Source: an optimization exercise on an open RTL-to-GDS flow (aim: small area). Production flows keep margins and buffers that such runs may drop.
Function was checked by simulation only, so behaviour that the tests miss may differ from the original.
No driver is modelled on the clock port, so clocking that relies on it looks cheaper here than on a real chip.
Power and IR drop assume default switching activity.

**flow/flow/cts_post.tcl**
```tcl
set slew_limit 0.114
set sizes {sky130_fd_sc_hd__clkbuf_2 sky130_fd_sc_hd__clkbuf_4}
proc max_clk_slew {} {
  estimate_parasitics -placement
  set mx 0
  foreach p [get_pins -hierarchical */CLK] {
    set s [get_property $p slew_max]
    if { $s > $mx } { set mx $s }
  }
  return $mx
}
puts "cts_post: max clock pin slew before: [max_clk_slew]"
set bufs {}
foreach i [[ord::get_db_block] getInsts] {
  set m [[$i getMaster] getName]
  if { [string match clkbuf_* [$i getName]] && $m eq "sky130_fd_sc_hd__clkbuf_8" } {
    lappend bufs [$i getName]
  }
}
# leaf buffers first, the root (clkbuf_0_*) last
set bufs [lsort -command {apply {{a b} {
  expr {[string match clkbuf_0_* $a] - [string match clkbuf_0_* $b]}}}} $bufs]
foreach b $bufs {
  set orig [[[[ord::get_db_block] findInst $b] getMaster] getName]
  set done 0
  foreach c $sizes {
    replace_cell $b $c
    set s [max_clk_slew]
    if { $s <= $slew_limit } {
      puts "cts_post: $b $orig -> $c (max slew $s)"
      set done 1
      break
    }
  }
  if { !$done } {
    replace_cell $b $orig
    puts "cts_post: $b stays $orig"
  }
}
puts "cts_post: max clock pin slew after: [max_clk_slew]"
detailed_placement
check_placement -verbose
```
**flow/constraint.sdc**
```tcl
create_clock -name core_clock -period 25.0 [get_ports {CLOCK_50}]
set_input_delay 5.0000 -clock core_clock [delete_from_list [all_inputs] [get_ports {CLOCK_50}]]
set_output_delay 5.0000 -clock core_clock [all_outputs]
set_load 0.01 [all_outputs]
```
**flow/flow/cts_args.txt**
```
-sink_clustering_enable -repair_clock_nets -buf_list sky130_fd_sc_hd__clkbuf_8 -dont_use_dummy_load
```
**flow/design.v**
```verilog
module LFSR(i_Clk, i_Rst, o_Rand);
    input  wire       i_Clk;   
    input  wire       i_Rst;    
    output wire [7:0] o_Rand; 
    reg  [15:0] r_LFSR;      
    wire        w_Feedback;
    assign w_Feedback = r_LFSR[15] ^ r_LFSR[13] ^ r_LFSR[12] ^ r_LFSR[10];
    always@(posedge i_Clk, negedge i_Rst)
    begin
        if (!i_Rst) begin
            r_LFSR <= 16'h1234; 
        end
        else begin
            r_LFSR <= {r_LFSR[14:0], w_Feedback};
        end
    end
    assign o_Rand = r_LFSR[7:0];
endmodule
module OnePushControl(
    input  wire i_Clk,
    input  wire i_Rst,
    input  wire i_Push,
    output wire o_fPush
);
    reg       r_KeySync0, r_KeySync1;      
    reg       r_Wait;
    reg [4:0] r_Cnt;
    wire w_Pressed = ~r_KeySync1;
    wire w_Fb = (r_Cnt[4] ^ r_Cnt[2]) & (|r_Cnt[3:0]);
    always @(posedge i_Clk or negedge i_Rst) begin
        if (!i_Rst) begin
            r_KeySync0  <= 1'b1;
            r_KeySync1  <= 1'b1;
            r_Wait      <= 1'b0;
            r_Cnt       <= 5'd0;
        end else begin
            r_KeySync0  <= i_Push;
            r_KeySync1  <= r_KeySync0;
            r_Wait      <= w_Pressed | (r_Wait & (|r_Cnt));
            r_Cnt       <= {r_Cnt[3:0], w_Fb | (~r_Wait & w_Pressed)};
        end
    end
    assign o_fPush = (r_Cnt == 5'b00001);
endmodule
module PushControl (
    input  wire       i_Clk,
    input  wire       i_Rst,
    input  wire [3:0] i_Push,
    output wire [3:0] o_fPush
);
    OnePushControl u_Btn0 (.i_Clk(i_Clk), .i_Rst(i_Rst), .i_Push(i_Push[0]), .o_fPush(o_fPush[0]));
    OnePushControl u_Btn1 (.i_Clk(i_Clk), .i_Rst(i_Rst), .i_Push(i_Push[1]), .o_fPush(o_fPush[1]));
    OnePushControl u_Btn2 (.i_Clk(i_Clk), .i_Rst(i_Rst), .i_Push(i_Push[2]), .o_fPush(o_fPush[2]));
    OnePushControl u_Btn3 (.i_Clk(i_Clk), .i_Rst(i_Rst), .i_Push(i_Push[3]), .o_fPush(o_fPush[3]));
endmodule
module GameLogic (
    input  wire        i_Clk,
    input  wire        i_Rst,
    input  wire [3:0]  i_Pulse,
    input  wire [7:0]  i_Rand_Val,
    input  wire [1:0]  i_Speed_Opt,
    input  wire        i_View_Mode,
    input  wire        i_Start_Btn,
    output wire [31:0] o_Map,
    output wire        o_Map_Valid,
    output wire [15:0] o_Score,       
    output wire [7:0]  o_Combo,       
    output wire [9:0]  o_HP,
    output reg  [1:0]  o_Sound_Cmd
);
    reg [1:0]  r_State;
    reg [10:0] r_NHalf;
    wire [10:0] r_Half = ~r_NHalf;
    reg [9:0]  r_Speed_Cnt;
    reg [18:0] r_Score, r_HighScore;
    reg [7:0]  r_Combo, r_HighCombo;
    reg [3:0]  r_Miss;
    reg [31:0] r_NoNote;     
    wire w_Idle = ~(r_State[1] ^ r_State[0]);
    wire w_Play = ~r_State[1] & r_State[0];
    wire w_Over = r_State[1] & ~r_State[0];
    wire w_Hp0  = r_Miss[3] & r_Miss[1];             
    wire w_Act  = w_Play & ~w_Hp0;
    wire [3:0] w_P    = {i_Pulse[0], i_Pulse[1], i_Pulse[2], i_Pulse[3]};
    wire [31:0] r_Map = ~r_NoNote;
    wire [3:0] w_Row0 = r_Map[3:0];
    wire [3:0] w_Hit  = w_P & w_Row0;
    wire [3:0] w_Mis  = w_P & ~w_Row0;
    wire w_AnyHit  = |w_Hit;
    wire w_AnyMis  = |w_Mis;
    wire w_AnyP    = |w_P;
    wire w_LastHit = w_P[3] ? w_Row0[3] : w_P[2] ? w_Row0[2] : w_P[1] ? w_Row0[1] : w_Row0[0];
    wire [8:0] w_H = r_Half[8:0];
    wire w_HAbove100 = w_H[8] | w_H[7] | w_H[4] | w_H[3] | w_H[1] | w_H[0];
    wire w_Tick    = (r_Speed_Cnt[9:1] >= w_H);      
    wire w_Perfect = (r_Speed_Cnt > {3'b0, w_H[8:2]}) && (r_Speed_Cnt < {1'b0, w_H});
    wire w_BotMiss = w_Tick & (|(w_Row0 & ~w_Hit));
    wire w_Lose    = w_AnyMis | w_BotMiss;
    wire w_ComboUp = ~w_BotMiss & w_AnyP & w_LastHit;
    wire w_ComboClr = w_BotMiss | (w_AnyP & ~w_LastHit);
    wire [2:0] s4 = r_Score[18:16];
    wire [3:0] s3 = r_Score[15:12], s2 = r_Score[11:8], s1 = r_Score[7:4];
    wire       sb = r_Score[3];
    wire [2:0] sa = r_Score[2:0];
    wire w_Add   = w_Act & w_AnyHit;                  
    wire w_Add10 = w_Perfect;                          
    wire       c1 = w_Add & (w_Add10 | sb);
    wire       c2 = c1 & s1[3] & s1[0];                
    wire       c3 = c2 & s2[3] & s2[0];
    wire       c4 = c3 & s3[3] & s3[0];
    wire [3:0] n1 = c1 ? bcd_inc(s1) : s1;
    wire [3:0] n2 = c2 ? bcd_inc(s2) : s2;
    wire [3:0] n3 = c3 ? bcd_inc(s3) : s3;
    wire [2:0] n4 = c4 ? s4 + 3'd1 : s4;
    wire w_Top   = s4[2] & s4[1] & s3[2] & s3[0] & s2[2] & s2[0] & s1[1];
    wire w_ANz   = |sa;
    wire w_Wrap  = w_Add & w_Top & (w_Add10 ? (s1[0] | (sb & w_ANz)) : (s1[0] & (sb | w_ANz)));
    wire       w_WrapB = w_Add10 & s1[0] & (sb | w_ANz);
    wire [2:0] w_WrapA = {~w_ANz, sa[2] | (sa[1] & sa[0]), sa[2] | (sa[1] & ~sa[0])};   
    wire [18:0] w_ScoreAdd = w_Wrap ? {15'd0, w_WrapB, w_WrapA}
                                    : {n4, n3, n2, n1, sb ^ (w_Add & ~w_Add10), sa};
    wire [3:0] k1 = r_Combo[7:4], k0 = r_Combo[3:0];
    wire w_K0Nine = k0[3] & k0[0];
    wire w_C99 = w_K0Nine & k1[3] & k1[0];
    wire w_U0 = w_Act & w_ComboUp & ~w_C99;            
    wire w_U1 = w_U0 & w_K0Nine;                       
    wire [7:0] w_ComboNext = {k1 + {3'd0, w_U1}, w_U1 ? 4'd0 : k0 + {3'd0, w_U0}};
    function [3:0] bcd_inc;      
        input [3:0] d;
        begin
            bcd_inc[0] = ~d[0];
            bcd_inc[1] = (~d[3] & ~d[1] & d[0]) | (d[1] & ~d[0]);
            bcd_inc[2] = d[2] ^ (d[1] & d[0]);
            bcd_inc[3] = (d[3] & ~d[0]) | (d[2] & d[1] & d[0]);
        end
    endfunction
    reg [8:0] w_OptHalf;
    always @(*) begin
        case (i_Speed_Opt)
            2'b01:   w_OptHalf = 9'd250;
            2'b10:   w_OptHalf = 9'd125;
            default: w_OptHalf = 9'd500;
        endcase
    end
    wire w_Begin = w_Idle & i_Start_Btn;               
    always @(posedge i_Clk or negedge i_Rst) begin
        if (!i_Rst) begin
            r_State     <= 2'b00;
            r_Score     <= 19'd0;
            r_Combo     <= 8'd0;
            r_Miss      <= 4'd0;
            r_Speed_Cnt <= 10'd0;
            o_Sound_Cmd <= 2'd0;
            r_HighScore <= 19'd0;
            r_HighCombo <= 8'd0;
        end else begin
            r_Score     <= w_Begin ? 19'd0 : w_ScoreAdd;
            r_Combo     <= (w_Begin | (w_Act & w_ComboClr)) ? 8'd0 : w_ComboNext;
            r_Miss      <= w_Begin ? 4'd0 : r_Miss + {3'd0, w_Act & w_Lose};
            r_Speed_Cnt <= (w_Act & w_Tick) ? 10'd0 : r_Speed_Cnt + {9'd0, w_Act};
            o_Sound_Cmd <= 2'd0;
            if (w_Act) begin
                if (w_BotMiss | (w_AnyP & ~w_LastHit)) o_Sound_Cmd <= 2'd3;
                else if (w_AnyP) o_Sound_Cmd <= w_Perfect ? 2'd1 : 2'd2;
            end
            if (w_Begin) r_State <= 2'b01;
            if (w_Play & w_Hp0) begin
                r_State <= 2'b10;
                if (r_Score > r_HighScore) r_HighScore <= r_Score;
            end
            if (w_Play && r_Combo > r_HighCombo) r_HighCombo <= r_Combo;
            if (w_Over && r_Half == 11'd0) r_State <= 2'b11;
        end
    end
    always @(posedge i_Clk) begin
        if (w_Idle)
            r_NHalf <= ~{2'b00, w_OptHalf};
        else if (w_Play & w_Hp0)
            r_NHalf <= ~11'd1500;
        else
            r_NHalf <= ~(r_Half - {10'd0, w_Over | (w_Act & w_AnyHit & w_HAbove100)});
        if (w_Idle & i_Start_Btn)
            r_NoNote <= 32'hffffffff;
        else if (w_Act) begin
            if (w_Tick)
                r_NoNote <= {~(i_Rand_Val[7:4] & {4{i_Rand_Val[3]}}), r_NoNote[31:4]};
            else
                r_NoNote[3:0] <= r_NoNote[3:0] | w_Hit;
        end
    end
    assign o_Map       = r_Map;
    assign o_Map_Valid = r_State[1] | r_State[0];
    assign o_HP        = 10'h3ff << r_Miss;
    assign o_Score     = i_View_Mode ? r_HighScore[15:0] : r_Score[15:0];
    assign o_Combo     = i_View_Mode ? r_HighCombo : r_Combo;
endmodule
module DotMatrix(
    input  wire        i_Clk,
    input  wire        i_Rst,
    input  wire [31:0] i_Map,
    input  wire        i_Valid,
    output wire [7:0]  o_DM_Col,
    output wire [7:0]  o_DM_Row
);
    reg [3:0] r_Cnt;
    reg [2:0] r_Row;
    wire w_Wrap = r_Cnt[3] & r_Cnt[1] & r_Cnt[0];    
    always @(posedge i_Clk or negedge i_Rst) begin
        if (!i_Rst) begin
            r_Cnt <= 4'd0;
            r_Row <= 3'd0;
        end else begin
            r_Cnt <= w_Wrap ? 4'd0 : r_Cnt + 4'd1;
            r_Row <= r_Row + {2'd0, w_Wrap};
        end
    end
    genvar i;
    generate
        for (i = 0; i < 8; i = i + 1) begin : g_row
            assign o_DM_Row[i] = ~(r_Row == i);
        end
        for (i = 0; i < 4; i = i + 1) begin : g_col
            wire w_Bit = i_Valid & i_Map[{r_Row, 2'b00} + i];
            assign o_DM_Col[2*i]   = w_Bit;
            assign o_DM_Col[2*i+1] = w_Bit;
        end
    endgenerate
endmodule
module FND(sel, o_FND);
input  wire [3:0] sel;
output wire [6:0] o_FND;
wire [3:0] s = sel;
assign o_FND[0] = ~(s[3] | s[1] | ~(s[2] ^ s[0]));
assign o_FND[1] = ~(~s[2] | ~(s[1] ^ s[0]));
assign o_FND[2] = ~s[2] & s[1] & ~s[0];
assign o_FND[3] = (~s[2] & ~s[1] & s[0]) | (s[2] & ~s[1] & ~s[0]) | (s[2] & s[1] & s[0]);
assign o_FND[4] = (s[2] & ~s[1]) | s[0];
assign o_FND[5] = ~s[3] & ~s[2] & (s[1] | s[0]);
assign o_FND[6] = (~s[3] & ~s[2] & ~s[1]) | (s[2] & s[1] & s[0]);
endmodule
module FND5(sel, o_FND);
input  wire [3:0] sel;
output wire [6:0] o_FND;
wire [3:0] s = sel;
assign o_FND[0] = (~s[3] & s[2]) | (~s[3] & ~s[1] & s[0]);
assign o_FND[1] = s[3] & ~s[2] & ~s[1];
assign o_FND[2] = ~s[3] & s[1] & ~s[0];
assign o_FND[3] = (~s[3] & ~s[1] & s[0]) | (s[3] & s[1] & ~s[0]) | s[2];
assign o_FND[4] = ~((~s[3] & ~s[2] & ~s[0]) | (s[3] & s[0]));
assign o_FND[5] = ~(s[3] | (~s[1] & ~s[0]));
assign o_FND[6] = (~s[3] & ~s[2] & ~s[1]) | (s[3] & s[1] & ~s[0]);
endmodule
module Sound (
    input  wire       i_Clk,
    input  wire       i_Rst_n,
    input  wire [1:0] i_Sound_Cmd,
    output reg        o_Piezo
);
    reg [1:0] r_Cur;
    reg       r_Played;
    reg [7:0] r_Dur;
    reg [5:0] r_Tone;
    wire w_End = (r_Cur == 2'd1 & r_Dur[7] & r_Dur[4] & r_Dur[2] & r_Dur[1])    
               | (r_Cur == 2'd2 & r_Dur[6] & r_Dur[5] & r_Dur[4])               
               | (r_Cur == 2'd3 & r_Dur[7] & r_Dur[6] & r_Dur[3]);              
    wire w_Top = (r_Cur == 2'd1) ? ((r_Dur < 8'd76) ? (r_Tone[4] & r_Tone[3])      
                                                    : (r_Tone[5] | r_Tone[4]))     
               : (r_Cur == 2'd2) ? (r_Tone[5] & r_Tone[4])                         
               :                   (&r_Tone[5:1]);                                 
    wire w_Start = (i_Sound_Cmd != 2'd0);
    wire w_Act   = (r_Cur != 2'd0);
    always @(posedge i_Clk or negedge i_Rst_n) begin
        if (!i_Rst_n) begin
            r_Cur    <= 2'd0;
            r_Played <= 1'b0;
            o_Piezo  <= 1'b0;
        end else begin
            if (w_Act & ~w_Start) r_Played <= 1'b1;
            if (w_Start) begin
                r_Cur   <= i_Sound_Cmd;
                o_Piezo <= 1'b0;
            end else if (w_Act) begin
                if (w_End) begin
                    r_Cur   <= 2'd0;
                    o_Piezo <= 1'b0;
                end else if (r_Played & w_Top) begin
                    o_Piezo <= ~o_Piezo;
                end
            end
        end
    end
    always @(posedge i_Clk) begin
        r_Dur  <= w_Start ? 8'd0 : r_Dur + 8'd1;
        r_Tone <= (w_Start | ~r_Played | w_Top) ? 6'd0 : r_Tone + 6'd1;
    end
endmodule
module UI (
    input  wire        i_Clk,
    input  wire        i_Rst_n,
    input  wire [15:0] i_Score,       
    input  wire [7:0]  i_Combo,       
    input  wire [1:0]  i_Sound_Cmd,
    output wire [6:0]  o_HEX0, o_HEX1, o_HEX2, o_HEX3,
    output wire [6:0]  o_HEX4, o_HEX5,
    output wire        o_Piezo
);
    FND5 u_Score_0 (.sel(i_Score[3:0]),   .o_FND(o_HEX0));
    FND u_Score_1 (.sel(i_Score[7:4]),   .o_FND(o_HEX1));
    FND u_Score_2 (.sel(i_Score[11:8]),  .o_FND(o_HEX2));
    FND u_Score_3 (.sel(i_Score[15:12]), .o_FND(o_HEX3));
    FND u_Combo_0 (.sel(i_Combo[3:0]),   .o_FND(o_HEX4));
    FND u_Combo_1 (.sel(i_Combo[7:4]),   .o_FND(o_HEX5));
    Sound u_Sound (
        .i_Clk      (i_Clk),
        .i_Rst_n    (i_Rst_n),
        .i_Sound_Cmd(i_Sound_Cmd),
        .o_Piezo    (o_Piezo)
    );
endmodule
module RhythmGame_Top (
    input  wire        CLOCK_50,
    input  wire [3:0]  KEY,
    input  wire [9:0]  SW,
    output wire [6:0]  HEX0, HEX1, HEX2, HEX3, HEX4, HEX5,
    output wire [9:0]  LEDR,
    output wire [7:0]  o_DM_Row,
    output wire [7:0]  o_DM_Col,
    output wire        o_Piezo
);
    wire        w_Rst_n = SW[9];
    wire [3:0]  w_Push_Pulse;
    wire [7:0]  w_Rand_Val;
    wire [31:0] w_Map;
    wire        w_Map_Valid;
    wire [15:0] w_Score;
    wire [7:0]  w_Combo;
    wire [1:0]  w_Sound_Cmd;
    wire [9:0]  w_HP;
    LFSR u_LFSR (
        .i_Clk   (CLOCK_50),
        .i_Rst   (w_Rst_n),
        .o_Rand  (w_Rand_Val)
    );
    PushControl u_Input (
        .i_Clk   (CLOCK_50),
        .i_Rst   (w_Rst_n),
        .i_Push  (KEY),
        .o_fPush (w_Push_Pulse)
    );
    GameLogic u_GameCore (
        .i_Clk       (CLOCK_50),
        .i_Rst       (w_Rst_n),
        .i_Pulse     (w_Push_Pulse),
        .i_Rand_Val  (w_Rand_Val),
        .i_Speed_Opt (SW[1:0]),
        .i_View_Mode (SW[2]),
        .i_Start_Btn (SW[8]),
        .o_Map       (w_Map),
        .o_Map_Valid (w_Map_Valid),
        .o_Score     (w_Score),
        .o_Combo     (w_Combo),
        .o_HP        (w_HP),
        .o_Sound_Cmd (w_Sound_Cmd)
    );
    DotMatrix u_Display (
        .i_Clk    (CLOCK_50),
        .i_Rst    (w_Rst_n),
        .i_Map    (w_Map),
        .i_Valid  (w_Map_Valid),
        .o_DM_Col (o_DM_Col),
        .o_DM_Row (o_DM_Row)
    );
    UI u_UI (
        .i_Clk       (CLOCK_50),
        .i_Rst_n     (w_Rst_n),
        .i_Score     (w_Score),
        .i_Combo     (w_Combo),
        .i_Sound_Cmd (w_Sound_Cmd),
        .o_HEX0(HEX0), .o_HEX1(HEX1), .o_HEX2(HEX2), .o_HEX3(HEX3),
        .o_HEX4(HEX4), .o_HEX5(HEX5),
        .o_Piezo(o_Piezo)
    );
    assign LEDR = w_HP;
endmodule
```
**flow/flow/run.sh**
```bash
#!/bin/bash
# Standard synthesis, then the combinational logic is re-mapped for area with
# ABC (flip-flops untouched), then the standard layout steps. Ports are
# buffered with the smallest buffer; CTS takes the arguments in cts_args.txt
# and cts_post.tcl then shrinks clock buffers where the clock slew allows.
set -euo pipefail
HERE=$(pwd)
RES=$HERE/orfs/results/$FLOW_PLATFORM/RhythmGame_Top/base
bash standard.sh $RES/1_2_yosys.v > synth.log 2>&1
cp $RES/1_2_yosys.v $HERE/1_2_yosys_standard.v
export REOPT_LIB=$FLOW_HOME/platforms/$FLOW_PLATFORM/lib/sky130_fd_sc_hd__tt_025C_1v80.lib
export REOPT_IN=$HERE/1_2_yosys_standard.v
export REOPT_DONT_USE="$(make -s -C $FLOW_HOME DESIGN_CONFIG=$FLOW_CONFIG print-DONT_USE_CELLS 2>/dev/null | sed "s/^DONT_USE_CELLS: //")"
# several ABC runs with different seeds; keep the smallest netlist
for S in 1 2 3 4; do
  sed "s/@SEED@/$S/" flow/reopt.abc > reopt_$S.abc
  REOPT_ABC=$HERE/reopt_$S.abc REOPT_OUT=$HERE/reopt_$S.v \
    yosys -c flow/reopt.tcl > reopt_$S.log 2>&1 &
done
wait
BEST=""; BESTA=""
for S in 1 2 3 4; do
  A=$(grep "Chip area for module" reopt_$S.log | tail -1 | awk '{print $NF}')
  echo "seed $S: area $A" >> reopt.log
  if [[ -n "$A" && -s reopt_$S.v ]] && { [[ -z "$BESTA" ]] || python3 -c "import sys; sys.exit(0 if $A < $BESTA else 1)"; }; then
    BEST=$S; BESTA=$A
  fi
done
echo "best seed $BEST: area $BESTA" >> reopt.log
cp reopt_$BEST.v $RES/1_2_yosys.v
touch $RES/1_2_yosys.v
bash standard.sh "BUFFER_PORTS_ARGS=-buffer_cell sky130_fd_sc_hd__buf_1" \
  "CTS_ARGS=$(cat flow/cts_args.txt)" "POST_CTS_TCL=$HERE/flow/cts_post.tcl" \
  finish > layout.log 2>&1
```
**flow/config.mk**
```make
export PLATFORM = sky130hd
export DESIGN_NAME = RhythmGame_Top
export DESIGN_NICKNAME = RhythmGame_Top
export VERILOG_FILES = /design/flow/design.v
export SDC_FILE = /design/flow/constraint.sdc
export NUM_CORES = 4
export LEC_CHECK = 0
export CAP_MARGIN = 20
export CORE_MARGIN = 2
export CORE_UTILIZATION = 65
export SLEW_MARGIN = 20
```
**flow/standard.sh**
```bash
#!/bin/bash
# synth_recipe.tcl (not shown) runs the flow's synth.tcl, then flattens the netlist and writes it again
# the make line also repeats each setting of config.mk as NAME=value (left out here)
make -C /OpenROAD-flow-scripts/flow DESIGN_CONFIG=/design/flow/config.mk WORK_HOME=/design/flow/orfs CLKGATE_MAP_FILE= SYNTH_SCRIPT=/design/flow/synth_recipe.tcl "${@:-finish}"
```
**flow/flow/reopt.tcl**
```tcl
# Re-optimise the combinational logic of the standard synthesis netlist.
# Flip-flops and tie cells stay as they are (same instances, names and types);
# every other cell is read as its liberty function, flattened and re-mapped.
yosys -import
set lib $::env(REOPT_LIB)
set in  $::env(REOPT_IN)
set out $::env(REOPT_OUT)
read_liberty -ignore_miss_func $lib
read_verilog $in
hierarchy -top $::env(FLOW_TOP)
blackbox sky130_fd_sc_hd__df* sky130_fd_sc_hd__edf* sky130_fd_sc_hd__sdf* sky130_fd_sc_hd__conb_1
flatten
hierarchy -top $::env(FLOW_TOP)
opt -purge
set du {}
foreach c $::env(REOPT_DONT_USE) { lappend du -dont_use $c }
abc -liberty $lib {*}$du -script $::env(REOPT_ABC)
opt_clean -purge
hierarchy -top $::env(FLOW_TOP)
stat -liberty $lib
write_verilog -noattr -nohex -nodec $out
```
**flow/flow/reopt.abc**
```
strash; &get -n; &deepsyn -T 60 -S @SEED@; &put; dch -f; amap
```
==> impl_metrics.ini, run 1 <==
[cts]
cts_tree = built
clk_pin_slew_ns = 0.12
clk_latency_ns = 0.58
clock_sink_count = 188

[cells_and_area]
drive_above_1_share_pct = 3.718
layout.nets = 1039
final_cell_area_um2 = 8876
num_antenna_cells = 0
post-route-util_pct = 73.29
syn_to_final_growth_pct = 9.055

[global_route]
gr-usage-met3_pct = 6.433
grt_pass1_vias = 6289
track_usage_pct = 25.97
busiest_layer = met2
gr-total-overflow = 0
gr-usage-met2_pct = 43.94
grt_max_degree = 74
grt_antenna_before_repair = 0
grt_first_pass_wirelength_mm = 27.69
met1_usage_pct = 33.44

[power_and_ir_drop]
powerDensity_nw_per_um2 = 92.00
ir_drop_v = 0.00005426
power_mw = 0.8166
leakagePower_nw = 3.497

[setup_path]
reg2reg_depth = 22
crit_required_ns = 20.00
crit_type = primary input to primary output
end_kind = primary output
slowest_delay_ns = 0.64
r2r_setup_slack_ns = 20.26
startpoint_type = primary input
r2r-start = u_GameCore.r_NHalf[4]
path_cells = buf_1, buf_4, clkinv_1, o22ai_1, clkinv_1, o21ai_0, nand2_1, nor2_1, buf_1
rr_endpoint = u_GameCore.r_Score[18]
worstPathMaxFanout = 26
slowest_stage = clkinv_1
cpLargestDelayFamily = buffers and inverters
crit_arrival_ns = 7.40
path_buf_inv = 5

[placement]
place_area_um2 = 8685
gp_congestion = 0.8279
io_buffers = 78
dp_hpwl_mm = 12.34

[sta]
fmax_mhz = 80.67
period_needed_ns = 12.40
hold_viol_final = 0
fin_crit_sh_pct = 49.58
slew_headroom_pct = 28.20
tightestPinTransition_ns = 1.074
slew_violations = 0
holdWs_ns = 0.3382
setup_viol = 0
setup-tns-final_ns = 0
finClkSkew_ns = 0.03870
rsz0062_at_grt = no

[worst_hold_path]
worstHoldPathCells = 0
hold_path.startpoint = u_Input.u_Btn0.r_KeySync0
holdPathEnd = u_Input.u_Btn0.r_KeySync1
hp-class = flop to flop

[synth]
mappedNetlistNets = 938
yosysWarnings = 5
syn_area_per_cell_um2 = 8.818
netlist_area_um2 = 8139
synth_cells = 923

[die]
coreArea_um2 = 12110
num_rows = 40
initial_core_util_pct = 67.20
die-area_um2 = 13430
die_height_um = 115.9
die_w_um = 115.9
pin_count = 84

[run]
cap_violations = 0

[drt]
postRouteAntennaNets = 0
dr.first_iter.drc_count = 506
viasPerCell = 5.908
dr.pass1.iters = 5
drc_errors = 0
post_drt_wl_per_cell_um = 14.34
routed_wl_mm = 17.06
vias = 7031

[status]
run_status = timing/DRC/antenna clean
==> registers in the layout, indices dropped and copies added (netlist names), 2 cells and up <==
name	flops
u_GameCore.r_NoNote	32
u_GameCore.r_HighScore	19
u_GameCore.r_Score	19
u_LFSR.r_LFSR	16
u_GameCore.r_NHalf	11
u_GameCore.r_Speed_Cnt	10
u_GameCore.r_Combo	8
u_GameCore.r_HighCombo	8
u_UI.u_Sound.r_Dur	8
u_UI.u_Sound.r_Tone	6
u_Input.u_Btn0.r_Cnt	5
u_Input.u_Btn1.r_Cnt	5
u_Input.u_Btn2.r_Cnt	5
u_Input.u_Btn3.r_Cnt	5
u_Display.r_Cnt	4
u_GameCore.r_Miss	4
u_Display.r_Row	3
u_GameCore.o_Sound_Cmd	2
u_GameCore.r_State	2
u_UI.u_Sound.r_Cur	2
==> worst max-delay path by stage <==
stage,slack (ns),cells past startpoint,end,start
floorplan,13.48,8,HEX3[1],SW[2]
global placement,12.74,11,HEX3[1],SW[2]
detailed placement,12.63,11,HEX3[1],SW[2]
global route,12.34,9,HEX4[1],SW[2]
finish,12.60,9,HEX1[1],SW[2]
==> cells in the final DEF, fill, tap and decap left out, types with 9 or more instances in the layout <==
cell,count
dfstp_2,13
nor2_1,188
o21a_1,10
dfxtp_1,57
a21oi_1,50
nand2_1,77
o22a_1,26
nand3_1,19
clkbuf_4,9
a221oi_1,9
clkbuf_8,9
buf_1,77
dfrtp_1,118
nor3_1,31
o21ai_0,55
o22ai_1,45
a211oi_1,26
o221ai_1,10
clkinv_1,119
==> power by group <==
| part | total [mW] | internal [mW] | switching [mW] |
|---|---|---|---|
| Combinational | 0.264 | 0.101 | 0.164 |
| Sequential | 0.421 | 0.363 | 0.0581 |
| Clock | 0.132 | 0.0462 | 0.0854 |
| Total | 0.817 | 0.510 | 0.307 |
==> through the flow <==
stage | cells | worst slack [ns]
finish | 1190 | 12.60
global route | 1190 | 12.34
detailed placement | 1173 | 12.63
global placement | 1173 | 12.74
floorplan | 923 | 13.48
==> layer usage <==
metal,wire (um),vias up
met5,0,-
met2,8246,213
met3,950,20
li1,-,3479
met1,7669,3319
met4,196,0
==> final cells by class <==
| cell class | instances | area, um2 |
|---|---|---|
| Fill cell | 933 | 3236 |
| Inverter | 119 | 446.7 |
| Timing Repair Buffer | 82 | 326.6 |
| Sequential cell | 188 | 4436 |
| Tap cell | 168 | 210.2 |
| Clock buffer | 17 | 183.9 |
| Multi-Input combinational cell | 616 | 3273 |
==> run 2, diff against run 1 <==
--- a/flow/flow/run.sh
+++ b/flow/flow/run.sh
@@ -13,7 +13,15 @@
 export REOPT_DONT_USE="$(make -s -C $FLOW_HOME DESIGN_CONFIG=$FLOW_CONFIG print-DONT_USE_CELLS 2>/dev/null | sed "s/^DONT_USE_CELLS: //")"
-# several ABC runs with different seeds; keep the smallest netlist
-for S in 1 2 3 4; do
-  sed "s/@SEED@/$S/" flow/reopt.abc > reopt_$S.abc
-  REOPT_ABC=$HERE/reopt_$S.abc REOPT_OUT=$HERE/reopt_$S.v \
-    yosys -c flow/reopt.tcl > reopt_$S.log 2>&1 &
+# several ABC runs (scripts reopt*.abc, each with several seeds, 4 at a
+# time); keep the smallest netlist
+JOBS=()
+for F in flow/reopt*.abc; do
+  for S in 1 2 3 4 5 6; do JOBS+=("$F:$S"); done
+done
+N=0
+for J in "${JOBS[@]}"; do
+  F=${J%%:*}; S=${J##*:}; N=$((N+1))
+  sed "s/@SEED@/$S/" $F > reopt_$N.abc
+  REOPT_ABC=$HERE/reopt_$N.abc REOPT_OUT=$HERE/reopt_$N.v \
+    yosys -c flow/reopt.tcl > reopt_$N.log 2>&1 &
+  if (( N % 4 == 0 )); then wait; fi
 done
@@ -21,10 +29,10 @@
 BEST=""; BESTA=""
-for S in 1 2 3 4; do
-  A=$(grep "Chip area for module" reopt_$S.log | tail -1 | awk '{print $NF}')
-  echo "seed $S: area $A" >> reopt.log
-  if [[ -n "$A" && -s reopt_$S.v ]] && { [[ -z "$BESTA" ]] || python3 -c "import sys; sys.exit(0 if $A < $BESTA else 1)"; }; then
-    BEST=$S; BESTA=$A
+for K in $(seq 1 $N); do
+  A=$(grep "Chip area for module" reopt_$K.log | tail -1 | awk '{print $NF}')
+  echo "run $K ($(head -c 200 reopt_$K.abc)): area $A" >> reopt.log
+  if [[ -n "$A" && -s reopt_$K.v ]] && { [[ -z "$BESTA" ]] || python3 -c "import sys; sys.exit(0 if $A < $BESTA else 1)"; }; then
+    BEST=$K; BESTA=$A
   fi
 done
-echo "best seed $BEST: area $BESTA" >> reopt.log
+echo "best run $BEST: area $BESTA" >> reopt.log
 cp reopt_$BEST.v $RES/1_2_yosys.v
==> flow/flow/reopt.abc (replaced) <==
strash; &get -n; &deepsyn -T 40 -S @SEED@; &put; dch -f; amap
==> flow/flow/reopt_mfs.abc (new file) <==
strash; &get -n; &deepsyn -T 40 -S @SEED@; &put; if -K 6; mfs -W 20; strash; dch -f; amap
==> impl_metrics.ini, run 2 <==
[placement]
io_buffers = 78
dp_hpwl_mm = 12.52
gp_congestion = 0.8328

[setup_path]
worstPathMaxFanout = 26
startpoint_type = primary input
crit_arrival_ns = 7.57
crit_required_ns = 20.00
crit_type = primary input to primary output
end_kind = primary output

[cts]
clk_latency_ns = 0.59
clk_pin_slew_ns = 0.11
cts_tree = built
clock_sink_count = 188

[power_and_ir_drop]
p_int_mw = 0.3690
ir_drop_v = 0.00005425
p_sw_share_pct = 23.56
power_mw = 0.4827
power_frac_clock_pct = 27.2
p_comb_share_pct = 5.9
p_sw_mw = 0.1137
leakagePower_nw = 3.564
seqPwrFrac_pct = 66.9
powerDensity_nw_per_um2 = 54.38

[die]
pin_count = 84
num_rows = 40
die_height_um = 115.9
initial_core_util_pct = 67.22
die-area_um2 = 13440
coreArea_um2 = 12110
die_w_um = 115.9

[global_route]
gr-total-overflow = 0
grt_first_pass_wirelength_mm = 28.38
grt_max_degree = 78
grt_antenna_before_repair = 1
grt_pass1_vias = 6372
track_usage_pct = 26.65

[sta]
holdWs_ns = 0.3356
setup-tns-final_ns = 0
finClkSkew_ns = 0.03502
fmax_mhz = 79.54
tightestPinTransition_ns = 0.9649
hold_viol_final = 0
setup_viol = 0
fin_crit_sh_pct = 50.29
rsz0062_at_grt = no
period_needed_ns = 12.57
slew_violations = 0
slew_headroom_pct = 35.67

[drt]
top_layer_used = met4
drc_errors = 0
viasPerCell = 5.857
routed_wl_mm = 17.39
dr.pass1.iters = 6
wl_met3_um = 812
vias = 6999
post_drt_wl_per_cell_um = 14.56
wl_met1_mm = 7.992
wl_met2_mm = 8.364
dr.first_iter.drc_count = 449
postRouteAntennaNets = 0

[cells_and_area]
reg.largest.list = u_GameCore.r_NoNote (32), u_GameCore.r_HighScore (19), u_GameCore.r_Score (19)
syn_to_final_growth_pct = 9.036
post-route-util_pct = 73.30
drive_above_1_share_pct = 3.606
most-common-layout-cells = nor2_1 (188), clkinv_1 (121), dfrtp_1 (118)
largest_register_ffs = 32
top_register = u_GameCore.r_NoNote
layout.nets = 1043
final_common_cell = nor2_1

[synth]
mappedNetlistNets = 941
syn_area_per_cell_um2 = 8.792
netlist_area_um2 = 8142
yosysWarnings = 5
synth_cells = 926

[status]
run_status = timing/DRC/antenna clean

[run]
cap_violations = 0

[worst_hold_path]
hp-class = flop to flop
run 2: power by group through the flow:
stage | clock [mW] | sequential, mW | combinational [mW]
finish | 0.131 | 0.323 | 0.0286
detailed placement | 0 | 0.329 | 0.0287
global route | 0.146 | 0.325 | 0.0323
global placement | 0 | 0.328 | 0.0273
floorplan | 0 | 0.327 | 0.0174
run 2: final timing paths:
kind                       depth (start not counted)                        end                       from  slack (ns)
min in group asynchronous                          1      u_UI.u_Sound.r_Played                      SW[9]        4.47
setup / recovery                                   9                    HEX1[1]                      SW[2]       12.43
max in group asynchronous                          2     u_GameCore.r_Score[12]                      SW[9]       19.08
setup reg to reg                                  22     u_GameCore.r_Score[18]      u_GameCore.r_NHalf[2]       20.94
hold / removal                                     0  u_Input.u_Btn0.r_KeySync1  u_Input.u_Btn0.r_KeySync0        0.34
hold reg to reg                                    0  u_Input.u_Btn0.r_KeySync1  u_Input.u_Btn0.r_KeySync0        0.34
run 2: worst max-delay path, stage by stage:
cell and delay (ns):
buf_1 0.07, buf_4 0.28, clkinv_1 0.69, o22ai_1 0.58
clkinv_1 0.16, o21ai_0 0.38, nand2_1 0.14, nor2_1 0.10
buf_1 0.16
run 2: metrics by stage:
stage	std cells	setup slack, ns	instance area, um2
after floorplan	926	13.49	8142
final	1195	12.43	8877
after detailed placement	1176	12.53	8682
after global placement	1176	12.65	8682
after global routing	1195	12.28	8877
run 2: cell type report:
type | instances | area [um2]
flip-flops and latches | 188 | 4436
well taps | 168 | 210.2
fillers | 932 | 3234
diodes | 1 | 2.502
multi-input cells | 617 | 3256
inverters | 121 | 454.2
repair buffers | 83 | 341.6
clock buffers | 17 | 177.7
run 2: layer usage:
metal,up-vias,global-route usage (%)
li1,3477,-
met1,3311,35.52
met2,186,44.44
met3,25,5.335
met4,0,8.413
met5,-,0
==> run 3, diff against run 2 <==
--- a/flow/design.v
+++ b/flow/design.v
@@ -171,3 +171,4 @@
             if (w_Play && r_Combo > r_HighCombo) r_HighCombo <= r_Combo;
-            if (w_Over && r_Half == 11'd0) r_State <= 2'b11;
+            if (w_Over & ~(r_Half[10] | r_Half[8] | r_Half[7] | r_Half[6] | r_Half[4] | r_Half[3] | r_Half[2]))
+                r_State <= 2'b11;
         end
@@ -178,3 +179,3 @@
         else if (w_Play & w_Hp0)
-            r_NHalf <= ~11'd1500;
+            r_NHalf <= 11'd0;                  
         else
@@ -192,3 +193,13 @@
     assign o_Map_Valid = r_State[1] | r_State[0];
-    assign o_HP        = 10'h3ff << r_Miss;
+    wire [3:0] m = r_Miss;
+    assign o_HP[0] = ~m[3] & ~m[2] & ~m[1] & ~m[0];
+    assign o_HP[1] = ~m[3] & ~m[2] & ~m[1];
+    assign o_HP[2] = ~(m[3] | m[2] | (m[1] & m[0]));
+    assign o_HP[3] = ~m[3] & ~m[2];
+    assign o_HP[4] = (~m[3] & ~m[2]) | (~m[3] & ~m[1] & ~m[0]);
+    assign o_HP[5] = ~(m[3] | (m[2] & m[1]));
+    assign o_HP[6] = ~(m[3] | (m[2] & m[1] & m[0]));
+    assign o_HP[7] = ~m[3];
+    assign o_HP[8] = ~m[3] | (~m[1] & ~m[0]);
+    assign o_HP[9] = ~(m[3] & m[1]);
     assign o_Score     = i_View_Mode ? r_HighScore[15:0] : r_Score[15:0];
@@ -216,2 +227,3 @@
     end
+    wire [7:0] w_Sel;            
     genvar i;
@@ -219,6 +231,9 @@
         for (i = 0; i < 8; i = i + 1) begin : g_row
-            assign o_DM_Row[i] = ~(r_Row == i);
+            assign w_Sel[i]    = (r_Row == i);
+            assign o_DM_Row[i] = ~w_Sel[i];
         end
         for (i = 0; i < 4; i = i + 1) begin : g_col
-            wire w_Bit = i_Valid & i_Map[{r_Row, 2'b00} + i];
+            wire [7:0] w_Lane = {i_Map[28+i], i_Map[24+i], i_Map[20+i], i_Map[16+i],
+                                 i_Map[12+i], i_Map[8+i],  i_Map[4+i],  i_Map[i]};
+            wire w_Bit = i_Valid & (|(w_Sel & w_Lane));
             assign o_DM_Col[2*i]   = w_Bit;
--- a/flow/flow/run.sh
+++ b/flow/flow/run.sh
@@ -17,3 +17,3 @@
 for F in flow/reopt*.abc; do
-  for S in 1 2 3 4 5 6; do JOBS+=("$F:$S"); done
+  for S in 1; do JOBS+=("$F:$S"); done
 done
==> flow/flow/cts_args.txt (replaced) <==
-sink_clustering_enable -repair_clock_nets -buf_list sky130_fd_sc_hd__clkbuf_8 -dont_use_dummy_load -sink_clustering_size 25 -sink_clustering_max_diameter 100
removed: flow/flow/reopt_mfs.abc
==> impl_metrics.ini, run 3 <==
[power_and_ir_drop]
seqPwrFrac_pct = 53.4
leakagePower_nw = 3.456
p_int_mw = 0.4754
p_comb_share_pct = 28.2
power_frac_clock_pct = 18.5
p_sw_mw = 0.2612
p_sw_share_pct = 35.47
powerDensity_nw_per_um2 = 82.47
ir_drop_v = 0.00005465

[die]
die_w_um = 116.2
coreArea_um2 = 12160
initial_core_util_pct = 67.26
num_rows = 40
pin_count = 84
die_height_um = 116.2
die-area_um2 = 13500

[setup_path]
crit_required_ns = 20.00
end_kind = primary output
startpoint_type = primary input
crit_arrival_ns = 7.60
slowest_delay_ns = 0.66
r2r-start = u_GameCore.r_HighScore[1]
r2r_setup_slack_ns = 20.74
setup.worst_path.start = SW[2]
slowest_stage = clkinv_1
path_cells = buf_1, buf_4, clkinv_1, o22ai_1, clkinv_1, nor2_1, o21a_1, nor2_1, a21oi_1, nor2b_1, buf_1
crit_type = primary input to primary output
worstPathMaxFanout = 26

[sta]
hold_viol_final = 0
fin_crit_sh_pct = 50.41
tightestPinTransition_ns = 0.9708
setup-tns-final_ns = 0
slew_headroom_pct = 35.08
fin_ws_ns = 12.40
period_needed_ns = 12.60
setup_viol = 0
slew_violations = 0
finClkSkew_ns = 0.03285
fmax_mhz = 79.35
rsz0062_at_grt = no

[placement]
place_ws_ns = 12.47
gp_congestion = 0.9174
dpl.cell_count = 1175
io_buffers = 78
dp_hpwl_mm = 12.72

[global_route]
grt_first_pass_wirelength_mm = 28.91
grt_max_degree = 87
grt_antenna_before_repair = 0
grt_pass1_vias = 6556
gr-total-overflow = 0
track_usage_pct = 26.90

[drt]
dr.first_iter.drc_count = 515
vias = 7123
viasPerCell = 5.971
dr.pass1.iters = 5
postRouteAntennaNets = 0
drc_errors = 0
routed_wl_mm = 17.35
post_drt_wl_per_cell_um = 14.54

[cells_and_area]
instances_no_fill = 1193
top_register = u_GameCore.r_NoNote
reg.largest.list = u_GameCore.r_NoNote (32), u_GameCore.r_HighScore (19), u_GameCore.r_Score (19)
multi_input_area_um2 = 3298
drive_above_1_share_pct = 3.512
layout.nets = 1042
num_antenna_cells = 0
syn_to_final_growth_pct = 9.192
fillers = 974
seqCellArea_um2 = 4436
final_common_cell = nor2_1
largest_register_ffs = 32
most-common-layout-cells = nor2_1 (203), clkinv_1 (119), dfrtp_1 (118)

[synth]
netlist_area_um2 = 8180
yosysWarnings = 5
synth_cells = 925
syn_area_per_cell_um2 = 8.844
mappedNetlistNets = 940

[cts]
clk_latency_ns = 0.46
cts_tree = built
clk_pin_slew_ns = 0.08
clock_sink_count = 188

[status]
run_status = timing/DRC/antenna clean

[worst_hold_path]
hold_path.startpoint = u_Input.u_Btn2.r_KeySync0
hp-class = flop to flop

[run]
cap_violations = 0
[run 3: path summary, 6_finish.rpt]
path | end | cells after the start
worst min register to register | u_Input.u_Btn2.r_KeySync1 | 0
max in group asynchronous | u_Input.u_Btn1.r_Cnt[1] | 2
worst max register to register | u_GameCore.r_HighScore[7] | 24
worst min-delay path | u_Input.u_Btn2.r_KeySync1 | 0
worst max-delay path | HEX0[0] | 11
min in group asynchronous | u_GameCore.r_HighScore[6] | 1
[run 3: area by class of cell]
class,instances,area share [%]
clock buffers,17,2.199
inverters,119,5.001
multi-input cells,618,36.92
flip-flops and latches,188,49.66
well taps,168,2.353
repair buffers,83,3.866
[run 3: per-layer routing]
layer  vias up  routed length [um]  track usage (%)
li1       3501                   -                -
met1      3373                7959            35.49
met2       215                8260            44.64
met3        34                 778            4.670
met4         0                 354            11.19
met5         -                   0                0
[run 3: power groups by stage]
stage | Clock [mW] | Sequential, mW | Combinational (mW)
finish | 0.136 | 0.393 | 0.207
global route | 0.151 | 0.400 | 0.235
detailed placement | 0 | 0.398 | 0.205
global placement | 0 | 0.395 | 0.196
floorplan | 0 | 0.386 | 0.154
[run 3: critical path, delay by kind of cell]
kind,cells,cell delay [ns]
AND/OR/NAND/NOR,3,0.41
AO/OA/AOI/OAI,3,0.82
buffers and inverters,5,1.36
[run 3: through the flow]
step | cell area (um2) | hold slack [ns] | total power [mW] | util (%)
after floorplan | 8180 | 0.3312 | 0.5404 | -
after global routing | 8932 | 0.3628 | 0.7858 | 73.45
final | 8932 | 0.3548 | 0.7366 | 73.45
after global placement | 8717 | 0.3416 | 0.5917 | 71.68
after detailed placement | 8717 | 0.3394 | 0.6028 | 71.68
==> run 4, diff against run 3 <==
==> flow/flow/cts_args.txt (replaced) <==
-sink_clustering_enable -repair_clock_nets -buf_list sky130_fd_sc_hd__clkbuf_8 -dont_use_dummy_load -sink_clustering_levels 1 -sink_clustering_size 25 -sink_clustering_max_diameter 100
==> impl_metrics.ini, run 4 <==
[placement]
dp_hpwl_mm = 12.72
place_area_um2 = 8717
gp_congestion = 0.9174
io_buffers = 78

[global_route]
gr-total-overflow = 0
track_usage_pct = 26.90
grt_max_degree = 87
grt_first_pass_wirelength_mm = 28.91
grt_pass1_vias = 6556
grt_antenna_before_repair = 0

[sta]
rsz0062_at_grt = no
fmax_mhz = 79.35
setup_viol = 0
slew_violations = 0
period_needed_ns = 12.60
slew_headroom_pct = 35.08
hold_viol_final = 0
finClkSkew_ns = 0.03285
tightestPinTransition_ns = 0.9708
setup-tns-final_ns = 0
fin_crit_sh_pct = 50.41

[drt]
post_drt_wl_per_cell_um = 14.54
vias = 7123
postRouteAntennaNets = 0
routed_wl_mm = 17.35
dr.first_iter.drc_count = 515
drc_errors = 0
dr.pass1.iters = 5
viasPerCell = 5.971

[power_and_ir_drop]
p_int_mw = 0.4754
powerDensity_nw_per_um2 = 82.47
ir_drop_v = 0.00005465
p_comb_share_pct = 28.2
power_frac_clock_pct = 18.5
leakagePower_nw = 3.456
p_sw_share_pct = 35.47
p_sw_mw = 0.2612
seqPwrFrac_pct = 53.4

[die]
pin_count = 84
die_w_um = 116.2
die_height_um = 116.2
num_rows = 40
coreArea_um2 = 12160
initial_core_util_pct = 67.26
die-area_um2 = 13500

[cells_and_area]
final_common_cell = nor2_1
drive_above_1_share_pct = 3.512
num_antenna_cells = 0
syn_to_final_growth_pct = 9.192
largest_register_ffs = 32
most-common-layout-cells = nor2_1 (203), clkinv_1 (119), dfrtp_1 (118)
layout.nets = 1042
reg.largest.list = u_GameCore.r_NoNote (32), u_GameCore.r_HighScore (19), u_GameCore.r_Score (19)
final_cell_area_um2 = 8932
top_register = u_GameCore.r_NoNote

[run]
cap_violations = 0

[cts]
clk_latency_ns = 0.46
cts_tree = built
clk_pin_slew_ns = 0.08
clock_sink_count = 188

[setup_path]
slowest_delay_ns = 0.66
cpLargestDelayFamily = buffers and inverters
slowest_stage = clkinv_1
path_cells = buf_1, buf_4, clkinv_1, o22ai_1, clkinv_1, nor2_1, o21a_1, nor2_1, a21oi_1, nor2b_1, buf_1
crit_arrival_ns = 7.60
path_buf_inv = 5
end_kind = primary output
crit_required_ns = 20.00
worstPathMaxFanout = 26
startpoint_type = primary input
crit_type = primary input to primary output

[synth]
synth_cells = 925
netlist_area_um2 = 8180
syn_area_per_cell_um2 = 8.844
yosysWarnings = 5
mappedNetlistNets = 940

[worst_hold_path]
hp-class = flop to flop

[status]
run_status = timing/DRC/antenna clean
[run 4: layer usage]
layer  up-vias  GRT usage, %  share of wire (%)  wire, um
met5         -             0                  0         0
met4         0         11.19                2.0       354
met3        34         4.670                4.5       778
met2       215         44.64                 48      8260
met1      3373         35.49                 46      7959
li1       3501             -                  -         -
[run 4: worst paths after layout]
path	start	end	slack (ns)	cells past startpoint
max	SW[2]	HEX0[0]	12.40	11
min	u_Input.u_Btn2.r_KeySync0	u_Input.u_Btn2.r_KeySync1	0.35	0
max reg2reg	u_GameCore.r_HighScore[1]	u_GameCore.r_HighScore[7]	20.74	24
min reg2reg	u_Input.u_Btn2.r_KeySync0	u_Input.u_Btn2.r_KeySync1	0.35	0
max in group asynchronous	SW[9]	u_Input.u_Btn1.r_Cnt[1]	19.25	2
min in group asynchronous	SW[9]	u_GameCore.r_HighScore[6]	4.60	1
[run 4: worst register-to-register path: stages, from the launching register on]
cell      delay, ns
dfrtp_1        0.36
clkinv_1       0.09
o21ai_0        0.13
o21ai_0        0.09
o21ai_0        0.09
a222oi_1       0.09
a211oi_1       0.20
a221o_1        0.14
o21ai_0        0.07
o21ai_0        0.08
o221ai_1       0.14
nand2_1        0.09
o221a_1        0.18
a221oi_1       0.06
a221oi_1       0.21
o21bai_1       0.16
o21ai_0        0.11
o221ai_1       0.09
o221ai_1       0.16
o221a_1        0.14
a221oi_1       0.26
nor2_1         0.08
a31oi_1        0.21
clkinv_1       0.54
o22ai_1        0.38
[run 4: area by class of cell]
cell class | count | area [um2]
tap | 168 | 210.2
fill | 974 | 3229
inverter | 119 | 446.7
clock buffer | 17 | 196.4
multi-input combinational | 618 | 3298
sequential | 188 | 4436
timing repair buffer | 83 | 345.3
[run 4: power by group through the flow]
stage | combinational [mW] | clock (mW) | sequential [mW]
after floorplan | 0.154 | 0 | 0.386
after global placement | 0.196 | 0 | 0.395
after detailed placement | 0.205 | 0 | 0.398
after global routing | 0.235 | 0.151 | 0.400
final | 0.207 | 0.136 | 0.393
[run 4: through the flow]
step	instances	power, mW	hold WS, ns	worst slack (ns)	utilization [%]
finish	1193	0.7366	0.3548	12.40	73.45
global route	1193	0.7858	0.3628	12.15	73.45
detailed placement	1175	0.6028	0.3394	12.47	71.68
global placement	1175	0.5917	0.3416	12.60	71.68
floorplan	925	0.5404	0.3312	13.24	-
==> run 5, diff against run 4 <==
--- a/flow/flow/run.sh
+++ b/flow/flow/run.sh
@@ -17,3 +17,3 @@
 for F in flow/reopt*.abc; do
-  for S in 1; do JOBS+=("$F:$S"); done
+  for S in 1 2 3 4 5 6 7 8; do JOBS+=("$F:$S"); done
 done
==> flow/flow/cts_args.txt (replaced) <==
-sink_clustering_enable -repair_clock_nets -buf_list sky130_fd_sc_hd__clkbuf_8 -dont_use_dummy_load
==> impl_metrics.ini, run 5 <==
[power_and_ir_drop]
ir_drop_v = 0.00006727
p_sw_share_pct = 22.89
leakagePower_nw = 3.537
seqPwrFrac_pct = 66.7
p_int_mw = 0.3723
powerDensity_nw_per_um2 = 54.57
p_comb_share_pct = 4.9
p_sw_mw = 0.1105
power_frac_clock_pct = 28.4

[sta]
period_needed_ns = 12.33
rsz0062_at_grt = no
finClkSkew_ns = 0.04260
hold_viol_final = 0
tightestPinTransition_ns = 0.9847
fmax_mhz = 81.12
setup-tns-final_ns = 0
slew_headroom_pct = 34.19
slew_violations = 0
setup_viol = 0
fin_crit_sh_pct = 49.31

[cells_and_area]
largest_register_ffs = 32
fillers = 941
final_common_cell = nor2_1
syn_to_final_growth_pct = 9.136
post-route-util_pct = 73.06
reg.largest.list = u_GameCore.r_NoNote (32), u_GameCore.r_HighScore (19), u_GameCore.r_Score (19)
seqCellArea_um2 = 4436
top_register = u_GameCore.r_NoNote
instances_no_fill = 1178
layout.nets = 1027
most-common-layout-cells = nor2_1 (169), clkinv_1 (119), dfrtp_1 (118)
drive_above_1_share_pct = 3.564
multi_input_area_um2 = 3229
num_antenna_cells = 0

[setup_path]
reg2reg_depth = 24
end_kind = primary output
slowest_delay_ns = 0.63
crit_type = primary input to primary output
crit_top_cell = clkinv_1
startpoint_type = primary input
slowest_stage = clkinv_1
crit_arrival_ns = 7.33
worstPathMaxFanout = 25
path_cells = buf_1, buf_4, clkinv_1, o22ai_1, clkinv_1, nor2_1, o21ai_0, a21oi_1, clkinv_1, buf_1
crit_required_ns = 20.00

[global_route]
grt_pass1_vias = 6320
gr-total-overflow = 0
grt_first_pass_wirelength_mm = 28.87
track_usage_pct = 27.23
grt_antenna_before_repair = 0
grt_max_degree = 91

[die]
initial_core_util_pct = 66.94
die_w_um = 115.7
die_height_um = 115.7
coreArea_um2 = 12110
die-area_um2 = 13380
pin_count = 84
num_rows = 40

[drt]
dr.pass1.iters = 5
viasPerCell = 5.951
routed_wl_mm = 17.34
dr.first_iter.drc_count = 492
post_drt_wl_per_cell_um = 14.72
postRouteAntennaNets = 0
vias = 7010
drc_errors = 0

[worst_hold_path]
worstHoldPathCells = 0
hp-class = flop to flop

[synth]
mappedNetlistNets = 926
netlist_area_um2 = 8108
synth_cells = 911
yosysWarnings = 5
syn_area_per_cell_um2 = 8.900

[cts]
clk_latency_ns = 0.61
cts_tree = built
clk_pin_slew_ns = 0.11
clock_sink_count = 188

[status]
run_status = timing/DRC/antenna clean

[run]
cap_violations = 0

[placement]
dpl.cell_count = 1160
io_buffers = 78
dp_hpwl_mm = 12.56
gp_congestion = 0.8710
==> run 5: cell count changes in the layout (fill, tap and decap cells not counted), moves of 6 or more <==
cell,previous run,this run
o211ai_1,0,7
nand2_1,70,76
nor2_1,203,169
a221oi_1,11,4
or2_0,6,12
nor3_1,30,24
a21oi_1,30,38
==> run 5: path summary, 6_finish.rpt <==
kind                       slack (ns)                 startpoint               endpoint
setup / recovery                12.67                      SW[2]                HEX0[3]
hold / removal                   0.32           u_LFSR.r_LFSR[0]       u_LFSR.r_LFSR[1]
setup reg to reg                20.67  u_GameCore.r_Speed_Cnt[1]  u_GameCore.r_Score[3]
hold reg to reg                  0.32           u_LFSR.r_LFSR[0]       u_LFSR.r_LFSR[1]
max in group asynchronous       19.40                      SW[9]  u_GameCore.r_Score[8]
min in group asynchronous        4.39                      SW[9]  u_UI.u_Sound.r_Played
==> run 5: per-stage QoR <==
step / setup slack [ns] / instance area [um2] / hold slack (ns) / total power, mW
final: 12.67 / 8848 / 0.3197 / 0.4828
after global routing: 12.40 / 8848 / 0.3339 / 0.5033
after detailed placement: 12.71 / 8641 / 0.3383 / 0.3523
after global placement: 12.78 / 8641 / 0.3375 / 0.3500
after floorplan: 13.50 / 8108 / 0.3312 / 0.3402
==> run 5: power groups by stage <==
stage	Combinational (mW)	Clock [mW]	Sequential, mW
after floorplan	0.0142	0	0.326
after global placement	0.0225	0	0.328
after detailed placement	0.0236	0	0.329
after global routing	0.0269	0.152	0.324
final	0.0235	0.137	0.322
==> run 5: cell type report <==
type                    instances  share of cell area (%)
flip-flops and latches        188                   50.13
multi-input cells             604                   36.50
inverters                     119                   5.048
repair buffers                 82                   3.733
well taps                     168                   2.376
clock buffers                  17                   2.220
==> run 5: metal layers <==
metal	GRT usage (%)	vias to the layer above	wire, um
met5	0	-	0
met4	9.603	0	257
met3	5.492	21	836
met2	43.59	204	8267
met1	37.55	3337	7977
li1	-	3448	-
==> run 5: critical path, delay by kind of cell <==
| family | cells | cell delay (ns) |
|---|---|---|
| buffers and inverters | 6 | 1.33 |
| AO/OA/AOI/OAI | 3 | 0.84 |
| AND/OR/NAND/NOR | 1 | 0.15 |
==> run 6, diff against run 5 <==
--- a/flow/design.v
+++ b/flow/design.v
@@ -271,3 +271,3 @@
     input  wire [1:0] i_Sound_Cmd,
-    output reg        o_Piezo
+    output wire       o_Piezo
 );
@@ -276,3 +276,6 @@
     reg [7:0] r_Dur;
-    reg [5:0] r_Tone;
+    reg       r_Late;
+    reg       r_Delay;
+    wire w_Start = (i_Sound_Cmd != 2'd0);
+    wire w_Act   = (r_Cur != 2'd0);
     wire w_End = (r_Cur == 2'd1 & r_Dur[7] & r_Dur[4] & r_Dur[2] & r_Dur[1])    
@@ -280,8 +283,8 @@
                | (r_Cur == 2'd3 & r_Dur[7] & r_Dur[6] & r_Dur[3]);              
-    wire w_Top = (r_Cur == 2'd1) ? ((r_Dur < 8'd76) ? (r_Tone[4] & r_Tone[3])      
-                                                    : (r_Tone[5] | r_Tone[4]))     
-               : (r_Cur == 2'd2) ? (r_Tone[5] & r_Tone[4])                         
-               :                   (&r_Tone[5:1]);                                 
-    wire w_Start = (i_Sound_Cmd != 2'd0);
-    wire w_Act   = (r_Cur != 2'd0);
+    wire [7:0] k = r_Dur;
+    wire w_PzPerf = (k > 8'd24) ^ (k > 8'd49) ^ (k > 8'd74) ^ (k > 8'd91)
+                  ^ (k > 8'd108) ^ (k > 8'd125) ^ (k > 8'd142);
+    wire w_PzGood = (k > 8'd48) ^ (k > 8'd97);
+    wire w_PzMiss = (k > 8'd62) ^ (k > 8'd125) ^ (k > 8'd188);
+    wire w_Pz = (r_Cur == 2'd1) ? w_PzPerf : (r_Cur == 2'd2) ? w_PzGood : w_PzMiss;
     always @(posedge i_Clk or negedge i_Rst_n) begin
@@ -290,16 +293,8 @@
             r_Played <= 1'b0;
-            o_Piezo  <= 1'b0;
         end else begin
             if (w_Act & ~w_Start) r_Played <= 1'b1;
-            if (w_Start) begin
-                r_Cur   <= i_Sound_Cmd;
-                o_Piezo <= 1'b0;
-            end else if (w_Act) begin
-                if (w_End) begin
-                    r_Cur   <= 2'd0;
-                    o_Piezo <= 1'b0;
-                end else if (r_Played & w_Top) begin
-                    o_Piezo <= ~o_Piezo;
-                end
-            end
+            if (w_Start)
+                r_Cur <= i_Sound_Cmd;
+            else if (w_Act & w_End)
+                r_Cur <= 2'd0;
         end
@@ -307,5 +302,7 @@
     always @(posedge i_Clk) begin
-        r_Dur  <= w_Start ? 8'd0 : r_Dur + 8'd1;
-        r_Tone <= (w_Start | ~r_Played | w_Top) ? 6'd0 : r_Tone + 6'd1;
+        r_Dur   <= w_Start ? 8'd0 : r_Dur + 8'd1;
+        r_Delay <= ~w_Start & w_Pz;
+        if (w_Start) r_Late <= ~r_Played;
     end
+    assign o_Piezo = w_Act & (r_Late ? r_Delay : w_Pz);
 endmodule
--- a/flow/config.mk
+++ b/flow/config.mk
@@ -9,3 +9,4 @@
 export CORE_MARGIN = 2
-export CORE_UTILIZATION = 65
+export CORE_UTILIZATION = 75
+export PLACE_DENSITY = 0.85
 export SLEW_MARGIN = 20
==> impl_metrics.ini, run 6 <==
[cells_and_area]
num_antenna_cells = 0
final_cell_area_um2 = 8728
most-common-layout-cells = nor2_1 (174), clkinv_1 (130), dfrtp_1 (117)
top_register = u_GameCore.r_NoNote
largest_register_ffs = 32
final_common_cell = nor2_1
reg.largest.list = u_GameCore.r_NoNote (32), u_GameCore.r_HighScore (19), u_GameCore.r_Score (19)
fillers = 639
syn_to_final_growth_pct = 8.576
layout.nets = 1024
drive_above_1_share_pct = 3.674
instances_no_fill = 1143

[global_route]
busiest_layer = met2
gr-usage-met3_pct = 6.356
track_usage_pct = 34.19
gr-usage-met2_pct = 56.56
met1_usage_pct = 46.02
grt_antenna_before_repair = 0
grt_max_degree = 83
grt_pass1_vias = 6621
gr-total-overflow = 0
grt_first_pass_wirelength_mm = 30.94

[sta]
slew_headroom_pct = 40.01
holdWs_ns = 0.3519
period_needed_ns = 12.47
rsz0062_at_grt = no
slew_violations = 0
finClkSkew_ns = 0.04154
setup_viol = 0
hold_viol_final = 0
setup-tns-final_ns = 0
fin_ws_ns = 12.53
fmax_mhz = 80.20
tightestPinTransition_ns = 0.8977
fin_crit_sh_pct = 49.88

[placement]
place_ws_ns = 12.64
dpl.cell_count = 1126
gp_congestion = 0.9257
place_area_um2 = 8547
io_buffers = 78
dp_hpwl_mm = 13.43

[run]
cap_violations = 0

[setup_path]
crit_required_ns = 20.00
crit_top_cell = buf_1
path_cells = buf_1, buf_4, clkinv_1, o22ai_1, or2_0, o21a_1, a21oi_1, nor2_1, buf_1
path_buf_inv = 4
worstPathMaxFanout = 26
slowest_delay_ns = 0.69
slowest_stage = o22ai_1
startpoint_type = primary input
crit_arrival_ns = 7.47
end_kind = primary output
crit_type = primary input to primary output
cpLargestDelayFamily = buffers and inverters

[drt]
dr.pass1.iters = 7
viasPerCell = 6.388
postRouteAntennaNets = 0
routed_wl_mm = 19.06
drc_errors = 0
vias = 7301
dr.first_iter.drc_count = 640
post_drt_wl_per_cell_um = 16.67

[cts]
clock_sink_count = 183
clk_pin_slew_ns = 0.09
cts_tree = built
clk_latency_ns = 0.61

[die]
coreArea_um2 = 10370
pin_count = 84
die-area_um2 = 11560
initial_core_util_pct = 77.52
die_w_um = 107.5
die_height_um = 107.5
num_rows = 37

[synth]
synth_cells = 907
mappedNetlistNets = 922
syn_area_per_cell_um2 = 8.863
netlist_area_um2 = 8039
yosysWarnings = 5

[power_and_ir_drop]
ir_drop_v = 0.00005615
leakagePower_nw = 3.420
powerDensity_nw_per_um2 = 54.20

[worst_hold_path]
hp-class = flop to flop

[status]
run_status = timing/DRC/antenna clean
run 6: final timing paths:
kind                                             end  depth (start not counted)  slack [ns]                  start
max reg2reg                   u_GameCore.r_Score[18]                         20       20.79  u_GameCore.r_NHalf[3]
min                                 u_LFSR.r_LFSR[9]                          0        0.35       u_LFSR.r_LFSR[8]
min reg2reg                         u_LFSR.r_LFSR[9]                          0        0.35       u_LFSR.r_LFSR[8]
min in group asynchronous      u_UI.u_Sound.r_Played                          1        4.41                  SW[9]
max                                          HEX0[0]                          9       12.53                  SW[2]
max in group asynchronous  u_GameCore.r_Speed_Cnt[9]                          2       19.40                  SW[9]
run 6: area by class of cell:
type	instances	area, um2	area share (%)
flip-flops and latches	183	4340	49.73
multi-input cells	594	3214	36.83
inverters	130	488.0	5.591
repair buffers	83	337.8	3.870
clock buffers	17	177.7	2.036
well taps	136	170.2	1.950
run 6: where the power goes:
group          leakage [nW]  switching (mW)  internal, mW  total (mW)
clock                0.0989          0.0875        0.0445       0.132
combinational          1.31          0.0179       0.00859      0.0265
sequential             2.01         0.00772         0.307       0.315
run 6: metrics by stage:
step / power, mW / util [%]
after global placement: 0.3439 / 82.42
final: 0.4731 / 84.17
after global routing: 0.4888 / 84.17
after detailed placement: 0.3468 / 82.42
after floorplan: 0.3339 / -
run 6: worst reg2reg max path, stage by stage (launching register included):
cell	delay [ns]
dfxtp_1	0.45
clkinv_1	0.16
o22ai_1	0.20
o221ai_1	0.16
o221ai_1	0.12
o221ai_1	0.16
o221ai_1	0.10
o221ai_1	0.15
o2111ai_1	0.11
o2111ai_1	0.38
a21oi_1	0.36
nand2_1	0.23
nor2_1	0.24
nand2_1	0.16
nor2_1	0.24
nand2_1	0.16
nor2_1	0.28
nand2_1	0.12
nor2_1	0.17
o21ai_0	0.11
a21oi_1	0.12
run 6: routing by layer:
metal	wire length (um)	part of all wire, %	vias to the layer above
met2	9325	49	389
met1	7834	41	3440
met5	0	0	-
met4	329	1.7	0
li1	-	-	3431
met3	1566	8.2	41

## port drivers added, routing unchanged
How much do the figures lean on ideal ports? The routed layouts below were timed once more, with nothing changed but the port constraints. Step 1, drivers: a clkbuf_16 drives CLOCK_50 and a buf_2 each remaining input, both assumed. Step 2 moves the port delays by t, midway between the first and last clock arrival at a register: inputs arrive t later, outputs are due t later. That takes back most of the time a late clock gives input paths. a / b / c = ideal ports / drivers / drivers and shift; a / b = the first two.
| run | t (ns) | setup slack, ns | cell pins on the clock port's net |
|---|---|---|---|
| run 1 | 0.597 | 12.604 / 12.582 / 12.582 | 1 |
| run 2 | 0.609 | 12.427 / 12.404 / 12.404 | 1 |
| run 3 | 0.477 | 12.398 / 12.373 / 12.373 | 1 |
| run 4 | 0.477 | 12.398 / 12.373 / 12.373 | 1 |
| run 5 | 0.631 | 12.672 / 12.649 / 12.649 | 1 |
| run 6 | 0.627 | 12.531 / 12.509 / 12.509 | 1 |
After both steps every run listed still meets setup and hold.
